What follows belongs to an exercise in optimizing a design on an open flow for small area and a short achievable clock period; a production flow would make more cautious choices. Where RTL was checked, it was by simulation tests only, not by an equivalence proof against the original. No activity file was given, so power comes from the tool's default toggle rates.

// multiplier_logic
module multiplier_logic (
    input  wire        clk,
    input  wire        rst_n,
    input  wire [15:0] a,
    input  wire [15:0] b,
    output reg  [31:0] y
);
  reg r1_a0;
  reg r1_a1;
  reg r1_a2;
  reg r1_a3;
  reg r1_a4;
  reg r1_a5;
  reg r1_a6;
  reg r1_a7;
  reg r1_a8;
  reg r1_a9;
  reg r1_a10;
  reg r1_a11;
  reg r1_a12;
  reg r1_a13;
  reg r1_a14;
  reg r1_a15;
  reg r1_b15;
  reg r1_one1;
  reg r1_two2;
  reg r1_neg3;
  reg r1_one4;
  reg r1_two5;
  reg r1_neg6;
  reg r1_one7;
  reg r1_two8;
  reg r1_neg9;
  reg r1_one10;
  reg r1_two11;
  reg r1_neg12;
  reg r1_one13;
  reg r1_two14;
  reg r1_neg15;
  reg r1_one16;
  reg r1_two17;
  reg r1_neg18;
  reg r1_one19;
  reg r1_two20;
  reg r1_neg21;
  reg r1_one22;
  reg r1_two23;
  reg r1_neg24;
  reg r2_s193;
  reg r2_s195;
  reg r2_s199;
  reg r2_c200;
  reg r2_s201;
  reg r2_p63;
  reg r2_s203;
  reg r2_c202;
  reg r2_c204;
  reg r2_s205;
  reg r2_s207;
  reg r2_s209;
  reg r2_c210;
  reg r2_s213;
  reg r2_c214;
  reg r2_s219;
  reg r2_c218;
  reg r2_s221;
  reg r2_c220;
  reg r2_s223;
  reg r2_s227;
  reg r2_c224;
  reg r2_s229;
  reg r2_s233;
  reg r2_c230;
  reg r2_s235;
  reg r2_c236;
  reg r2_s241;
  reg r2_s243;
  reg r2_s245;
  reg r2_s247;
  reg r2_c242;
  reg r2_c244;
  reg r2_s249;
  reg r2_s253;
  reg r2_s255;
  reg r2_c250;
  reg r2_s257;
  reg r2_s261;
  reg r2_c258;
  reg r2_s263;
  reg r2_s265;
  reg r2_s269;
  reg r2_s271;
  reg r2_c264;
  reg r2_c266;
  reg r2_s273;
  ...
Size in the first run: ~1000 cells after synthesis, ~270 flip-flops, ~12000 µm² of cells after synthesis.
==> flow/config.mk <==
export PLATFORM = sky130hd
export DESIGN_NAME = multiplier_logic
export DESIGN_NICKNAME = multiplier_logic
export VERILOG_FILES = /design/flow/design.v
export SDC_FILE = /design/flow/constraint.sdc
export NUM_CORES = 4
export LEC_CHECK = 0
export CAP_MARGIN = 20
export CORE_MARGIN = 2
export CORE_UTILIZATION = 40
export CTS_CLUSTER_DIAMETER = 60
export CTS_CLUSTER_SIZE = 50
export SETUP_SLACK_MARGIN = 2.5
export SLEW_MARGIN = 20
export SYNTH_HIERARCHICAL = 1
export SYNTH_MINIMUM_KEEP_SIZE = 0
==> flow/constraint.sdc <==
create_clock -name core_clock -period 4.5 [get_ports {clk}]
set_input_delay 0.9000 -clock core_clock [delete_from_list [all_inputs] [get_ports {clk}]]
set_output_delay 0.9000 -clock core_clock [all_outputs]
set_load 0.01 [all_outputs]
run.sh (not shown) runs the stock make flow with config.mk's settings and CLKGATE_MAP_FILE= SYNTH_SCRIPT=/design/flow/synth_recipe.tcl, a recipe that flattens the netlist after the stock synthesis.
Then changed:
--- a/flow/design.v
+++ b/flow/design.v
@@ -668,19 +668,19 @@
   wire s469 = r3_c416 ^ r3_c418;
   wire c470 = r3_c416 & r3_c418;
   wire s471 = r3_c424 ^ r3_c426;
   wire c472 = r3_c424 & r3_c426;
   wire [31:0] ra = {r3_c444, r3_s443, r3_c440, r3_s439, r3_c436, r3_s435, r3_s431, r3_s427, r3_s425, r3_s421, r3_s417, r3_s411, r3_s407, c464, r3_s397, r3_s393, c460, c458, c456, c454, c452, c450, c448, c446, r3_r2_s213, r3_c366, r3_s365, r3_s361, r3_s357, r3_r2_s199, r3_r2_s195, r3_r2_s193};
   wire [31:0] rb = {r3_r2_s355, 1'b0, r3_s441, 1'b0, r3_s437, 1'b0, c472, s471, c470, s469, c468, s467, c466, s465, s463, c462, s461, s459, s457, s455, s453, s451, s449, s447, s445, r3_s367, 1'b0, 1'b0, 1'b0, 1'b0, 1'b0, 1'b0};
-  wire [22:0] plo = ra[21:0] + rb[21:0];
-  reg [22:0] r4_plo;
-  reg [9:0] r4_ha, r4_hb;
-  always @(posedge clk) begin r4_plo <= plo; r4_ha <= ra[31:22]; r4_hb <= rb[31:22]; end
-  wire [10:0] phs = {r4_ha, r4_plo[22]} + {r4_hb, r4_plo[22]};
-  wire [9:0] phi = phs[10:1];
-  wire [31:0] prod = {phi, r4_plo[21:0]};
+  wire [18:0] plo = ra[17:0] + rb[17:0];
+  reg [18:0] r4_plo;
+  reg [13:0] r4_ha, r4_hb;
+  always @(posedge clk) begin r4_plo <= plo; r4_ha <= ra[31:18]; r4_hb <= rb[31:18]; end
+  wire [14:0] phs = {r4_ha, r4_plo[18]} + {r4_hb, r4_plo[18]};
+  wire [13:0] phi = phs[14:1];
+  wire [31:0] prod = {phi, r4_plo[17:0]};
   always @(posedge clk) begin
     r1_a0 <= a[0];
     r1_a1 <= a[1];
     r1_a2 <= a[2];
     r1_a3 <= a[3];
     r1_a4 <= a[4];
The new run went through all stages and came out clean.
Sequential cell count came out higher by 4.
Synthesized area came out higher slightly.
Cell area is higher slightly.
Global-route usage went down by 0.28 points.
Sequential power went up slightly.
Routed wire length came out higher by a few percent.
Maximum frequency fell by a few percent.
Clock skew increases by 0.017 ns.
Cell count is higher by a few percent.
Sequential share of layout area rose by 0.31 points.
First-iteration DRC count is lower by roughly a tenth.
Combinational power is lower by a few percent.
Setup slack got worse by 0.077 ns.
Clock power went down by about a fifth.
No functional check of the RTL was part of any run of this note.

* * *

multiplier_logic with an RTL version that a note above also has.
Size: roughly 1,000 cells after synthesis, ~270 flip-flops, about 66 I/O pins.
Design multiplier_logic, start of the top module:
module multiplier_logic (
    input  wire        clk,
    input  wire        rst_n,
    input  wire [15:0] a,
    input  wire [15:0] b,
    output reg  [31:0] y
);
  reg r1_a0;
  reg r1_a1;
  reg r1_a2;
  reg r1_a3;
  reg r1_a4;
  reg r1_a5;
  reg r1_a6;
  reg r1_a7;
  reg r1_a8;
  reg r1_a9;
  reg r1_a10;
  reg r1_a11;
  reg r1_a12;
  reg r1_a13;
  reg r1_a14;
  reg r1_a15;
  reg r1_b15;
  reg r1_one1;
  reg r1_two2;
  reg r1_neg3;
  reg r1_one4;
  reg r1_two5;
  reg r1_neg6;
  reg r1_one7;
  reg r1_two8;
  reg r1_neg9;
  reg r1_one10;
  reg r1_two11;
  reg r1_neg12;
  reg r1_one13;
  reg r1_two14;
  reg r1_neg15;
  reg r1_one16;
  reg r1_two17;
  reg r1_neg18;
  reg r1_one19;
  reg r1_two20;
  reg r1_neg21;
  reg r1_one22;
  reg r1_two23;
  reg r1_neg24;
  reg r2_s193;
  reg r2_s195;
  reg r2_s199;
  reg r2_c200;
  reg r2_s201;
  reg r2_p63;
  reg r2_s203;
  reg r2_c202;
  reg r2_c204;
  reg r2_s205;
  reg r2_s207;
  reg r2_s209;
  reg r2_c210;
  reg r2_s213;
  reg r2_c214;
  reg r2_s219;
  reg r2_c218;
  reg r2_s221;
  reg r2_c220;
  reg r2_s223;
  reg r2_s227;
  reg r2_c224;
  reg r2_s229;
  reg r2_s233;
  reg r2_c230;
  reg r2_s235;
  reg r2_c236;
  reg r2_s241;
  reg r2_s243;
  reg r2_s245;
  reg r2_s247;
  reg r2_c242;
  reg r2_c244;
  reg r2_s249;
  reg r2_s253;
  reg r2_s255;
  reg r2_c250;
  reg r2_s257;
  reg r2_s261;
  reg r2_c258;
  reg r2_s263;
  reg r2_s265;
  reg r2_s269;
  reg r2_s271;
  reg r2_c264;
  reg r2_c266;
  reg r2_s273;
  reg r2_s279;
  reg r2_c274;
  reg r2_s281;
  reg r2_s283;
  reg r2_c282;
  reg r2_c284;
  reg r2_s291;
  reg r2_s293;
  reg r2_s297;
  reg r2_c292;
  reg r2_c294;
  reg r2_s299;
  reg r2_s301;
  reg r2_c300;
  reg r2_c302;
  reg r2_s307;
  reg r2_s309;
  reg r2_s311;
  reg r2_s313;
  reg r2_c308;
  ...
Settings: LEC_CHECK=0, CAP_MARGIN=20, CORE_MARGIN=2, CORE_UTILIZATION=40, CTS_CLUSTER_DIAMETER=60, CTS_CLUSTER_SIZE=50, PLACE_DENSITY=0.7, SETUP_SLACK_MARGIN=2.5, SLEW_MARGIN=20, SYNTH_HIERARCHICAL=1, SYNTH_MINIMUM_KEEP_SIZE=0; clock period 4.5 ns.
standard.sh (not shown) runs the stock make flow with config.mk's settings and CLKGATE_MAP_FILE= SYNTH_SCRIPT=/design/flow/synth_recipe.tcl, a recipe that flattens the netlist after the stock synthesis.
==> flow/flow/run.sh <==
#!/bin/bash
# Layout: the standard flow (standard.sh) with two changes to how it is
# built, none to what is built or measured:
#  - the port buffers that global placement inserts are plain buf_1 cells
#    (repair_timing still resizes any that timing needs);
#  - clock tree synthesis runs with the settings of config.mk
#    (CTS_CLUSTER_SIZE 50, CTS_CLUSTER_DIAMETER 60) but inserts no dummy
#    load cells.
# All tool output goes to standard_flow.log here; ORFS's per-step logs stay
# under orfs/logs/.
set -euo pipefail
export BUFFER_PORTS_ARGS="-buffer_cell sky130_fd_sc_hd__buf_1"
export CTS_ARGS="-sink_clustering_enable -repair_clock_nets -sink_clustering_size 50 -sink_clustering_max_diameter 60 -dont_use_dummy_load"
bash standard.sh > standard_flow.log 2>&1
The starting point finished with timing, DRC and antenna clean.
Edit:
--- a/flow/design.v
+++ b/flow/design.v
@@ -668,19 +668,19 @@
   wire s469 = r3_c416 ^ r3_c418;
   wire c470 = r3_c416 & r3_c418;
   wire s471 = r3_c424 ^ r3_c426;
   wire c472 = r3_c424 & r3_c426;
   wire [31:0] ra = {r3_c444, r3_s443, r3_c440, r3_s439, r3_c436, r3_s435, r3_s431, r3_s427, r3_s425, r3_s421, r3_s417, r3_s411, r3_s407, c464, r3_s397, r3_s393, c460, c458, c456, c454, c452, c450, c448, c446, r3_r2_s213, r3_c366, r3_s365, r3_s361, r3_s357, r3_r2_s199, r3_r2_s195, r3_r2_s193};
   wire [31:0] rb = {r3_r2_s355, 1'b0, r3_s441, 1'b0, r3_s437, 1'b0, c472, s471, c470, s469, c468, s467, c466, s465, s463, c462, s461, s459, s457, s455, s453, s451, s449, s447, s445, r3_s367, 1'b0, 1'b0, 1'b0, 1'b0, 1'b0, 1'b0};
-  wire [18:0] plo = ra[17:0] + rb[17:0];
-  reg [18:0] r4_plo;
-  reg [13:0] r4_ha, r4_hb;
-  always @(posedge clk) begin r4_plo <= plo; r4_ha <= ra[31:18]; r4_hb <= rb[31:18]; end
-  wire [14:0] phs = {r4_ha, r4_plo[18]} + {r4_hb, r4_plo[18]};
-  wire [13:0] phi = phs[14:1];
-  wire [31:0] prod = {phi, r4_plo[17:0]};
+  wire [20:0] plo = ra[19:0] + rb[19:0];
+  reg [20:0] r4_plo;
+  reg [11:0] r4_ha, r4_hb;
+  always @(posedge clk) begin r4_plo <= plo; r4_ha <= ra[31:20]; r4_hb <= rb[31:20]; end
+  wire [12:0] phs = {r4_ha, r4_plo[20]} + {r4_hb, r4_plo[20]};
+  wire [11:0] phi = phs[12:1];
+  wire [31:0] prod = {phi, r4_plo[19:0]};
   always @(posedge clk) begin
     r1_a0 <= a[0];
     r1_a1 <= a[1];
     r1_a2 <= a[2];
     r1_a3 <= a[3];
     r1_a4 <= a[4];
Outcome: The new run finished with timing, DRC and antenna clean; non-clock buffer count is lower by 5; combinational power barely changes; final area is lower slightly; cell count is lower slightly; setup slack gets better by 0.081 ns; total power is about the same; routed wire length is lower slightly; sequential cell count is lower by 2; core utilization is lower by 0.16 points.
The RTL of the first run of this note was laid out without a check of its function.

* * *

Another version of the RTL of multiplier_logic (not shown whole).
Size: roughly 270 flip-flops.
Design multiplier_logic, start of the top module:
module multiplier_logic (
    input  wire        clk,
    input  wire        rst_n,
    input  wire [15:0] a,
    input  wire [15:0] b,
    output reg  [31:0] y
);
  reg r1_a0;
  reg r1_a1;
  reg r1_a2;
  reg r1_a3;
  reg r1_a4;
  reg r1_a5;
  reg r1_a6;
  reg r1_a7;
  reg r1_a8;
  reg r1_a9;
  reg r1_a10;
  reg r1_a11;
  reg r1_a12;
  reg r1_a13;
  reg r1_a14;
  reg r1_a15;
  reg r1_b15;
  reg r1_one1;
  reg r1_two2;
  reg r1_neg3;
  reg r1_one4;
  reg r1_two5;
  reg r1_neg6;
  reg r1_one7;
  reg r1_two8;
  reg r1_neg9;
  reg r1_one10;
  reg r1_two11;
  reg r1_neg12;
  reg r1_one13;
  reg r1_two14;
  reg r1_neg15;
  reg r1_one16;
  reg r1_two17;
  reg r1_neg18;
  reg r1_one19;
  reg r1_two20;
  reg r1_neg21;
  reg r1_one22;
  reg r1_two23;
  reg r1_neg24;
  reg r2_s193;
  reg r2_s195;
  reg r2_s199;
  reg r2_c200;
  reg r2_s201;
  reg r2_p63;
  reg r2_s203;
  reg r2_c202;
  reg r2_c204;
  reg r2_s205;
  reg r2_s207;
  reg r2_s209;
  reg r2_c210;
  reg r2_s213;
  reg r2_c214;
  reg r2_s219;
  reg r2_c218;
  reg r2_s221;
  reg r2_c220;
  reg r2_s223;
  reg r2_s227;
  reg r2_c224;
  reg r2_s229;
  reg r2_s233;
  reg r2_c230;
  reg r2_s235;
  reg r2_c236;
  reg r2_s241;
  reg r2_s243;
  reg r2_s245;
  reg r2_s247;
  reg r2_c242;
  reg r2_c244;
  reg r2_s249;
  reg r2_s253;
  reg r2_s255;
  reg r2_c250;
  reg r2_s257;
  reg r2_s261;
  reg r2_c258;
  reg r2_s263;
  reg r2_s265;
  reg r2_s269;
  reg r2_s271;
  reg r2_c264;
  reg r2_c266;
  reg r2_s273;
  reg r2_s279;
  reg r2_c274;
  reg r2_s281;
  reg r2_s283;
  reg r2_c282;
  reg r2_c284;
  reg r2_s291;
  reg r2_s293;
  reg r2_s297;
  reg r2_c292;
  reg r2_c294;
  reg r2_s299;
  reg r2_s301;
  reg r2_c300;
  reg r2_c302;
  reg r2_s307;
  reg r2_s309;
  reg r2_s311;
  reg r2_s313;
  reg r2_c308;
  reg r2_c310;
  reg r2_s315;
  reg r2_s317;
  reg r2_s319;
  reg r2_c316;
  reg r2_s321;
  ...
Settings: LEC_CHECK=0, CAP_MARGIN=20, CORE_MARGIN=2, CORE_UTILIZATION=40, CTS_CLUSTER_DIAMETER=60, CTS_CLUSTER_SIZE=50, SETUP_SLACK_MARGIN=2.5, SLEW_MARGIN=20, SYNTH_HIERARCHICAL=1, SYNTH_MINIMUM_KEEP_SIZE=0; clock period 4.5 ns.
run.sh (not shown) runs the stock make flow with config.mk's settings and CLKGATE_MAP_FILE= SYNTH_SCRIPT=/design/flow/synth_recipe.tcl, a recipe that flattens the netlist after the stock synthesis.
Stock flow here: none of the scripts above is used.
Change:
--- a/flow/design.v
+++ b/flow/design.v
@@ -663,29 +663,29 @@
   wire c464 = r3_c392 & r3_c394;
   wire s465 = r3_c398 ^ r3_s401;
   wire c466 = r3_c398 & r3_s401;
   wire s467 = r3_c406 ^ r3_c408;
   wire c468 = r3_c406 & r3_c408;
   wire s469 = r3_c416 ^ r3_c418;
   wire c470 = r3_c416 & r3_c418;
   wire s471 = r3_c424 ^ r3_c426;
   wire c472 = r3_c424 & r3_c426;
   wire [31:0] ra = {r3_c444, r3_s443, r3_c440, r3_s439, r3_c436, r3_s435, r3_s431, r3_s427, r3_s425, r3_s421, r3_s417, r3_s411, r3_s407, c464, r3_s397, r3_s393, c460, c458, c456, c454, c452, c450, c448, c446, r3_r2_s213, r3_c366, r3_s365, r3_s361, r3_s357, r3_r2_s199, r3_r2_s195, r3_r2_s193};
   wire [31:0] rb = {r3_r2_s355, 1'b0, r3_s441, 1'b0, r3_s437, 1'b0, c472, s471, c470, s469, c468, s467, c466, s465, s463, c462, s461, s459, s457, s455, s453, s451, s449, s447, s445, r3_s367, 1'b0, 1'b0, 1'b0, 1'b0, 1'b0, 1'b0};
-  wire [16:0] plo = ra[15:0] + rb[15:0];
-  reg [16:0] r4_plo;
-  reg [15:0] r4_ha, r4_hb;
-  always @(posedge clk) begin r4_plo <= plo; r4_ha <= ra[31:16]; r4_hb <= rb[31:16]; end
-  wire [16:0] phs = {r4_ha, r4_plo[16]} + {r4_hb, r4_plo[16]};
-  wire [15:0] phi = phs[16:1];
-  wire [31:0] prod = {phi, r4_plo[15:0]};
+  wire [20:0] plo = ra[19:0] + rb[19:0];
+  reg [20:0] r4_plo;
+  reg [11:0] r4_ha, r4_hb;
+  always @(posedge clk) begin r4_plo <= plo; r4_ha <= ra[31:20]; r4_hb <= rb[31:20]; end
+  wire [12:0] phs = {r4_ha, r4_plo[20]} + {r4_hb, r4_plo[20]};
+  wire [11:0] phi = phs[12:1];
+  wire [31:0] prod = {phi, r4_plo[19:0]};
   always @(posedge clk) begin
     r1_a0 <= a[0];
     r1_a1 <= a[1];
     r1_a2 <= a[2];
     r1_a3 <= a[3];
     r1_a4 <= a[4];
     r1_a5 <= a[5];
     r1_a6 <= a[6];
     r1_a7 <= a[7];
     r1_a8 <= a[8];
     r1_a9 <= a[9];
Result: Total power climbs by 9.1%; sequential share of layout area hardly moves; clock skew went down by 11 ps; utilization decreases by 0.72 points; combinational power goes up by 24%; worst hold slack gets better by 6.6 ps; final area shrinks by 1.2%; worst setup slack improves by 71 ps; register-to-register slack improved by 70 ps; global-route usage rises by 0.75 points; wire length falls by 1.0%; synthesized cell count goes up by 1.8%.
Only the layout flow was run in the first run of this note; the RTL was not checked for function there.

## re-timing with driven ports
No port has a modelled driver above. Below, the same layouts with a new extraction and two added sets of constraints.
Step 1 assumes that a clkbuf_16 drives the clock port and a buf_2 every other input.
Step 2 times the ports against the registers' clock, not the clock port: input delays grow and output delays shrink by t, the midpoint of the rising clock arrivals with the driver on.
Three values: ideal, step 1, step 2; two values: the first two.
run	t (ns)	setup WS [ns]	hold slack, ns	worst setup path after step 2	worst register clock-pin slew, ns
the first run of note 1	0.575	2.491 / 2.491 / 2.169	0.324 / 0.324 / 0.324	input to register	0.09 / 0.09
the second run of note 1	0.557	2.414 / 2.414 / 2.060	0.326 / 0.326 / 0.326	input to register	0.10 / 0.10
the first run of note 2	0.530	2.417 / 2.417 / 2.119	0.312 / 0.312 / 0.312	input to register	0.10 / 0.10
the second run of note 2	0.541	2.498 / 2.498 / 2.141	0.268 / 0.268 / 0.268	input to register	0.12 / 0.12
the first run of note 3	0.566	2.464 / 2.464 / 2.259	0.314 / 0.314 / 0.314	input to register	0.11 / 0.11
the second run of note 3	0.572	2.535 / 2.492 / 2.052	0.321 / 0.321 / 0.321	input to register	0.10 / 0.10
After both steps every run listed still meets setup and hold. For the second run of note 3, which loses most, drivers alone change the setup slack by -0.043 ns; drivers and shift together by -0.483 ns.
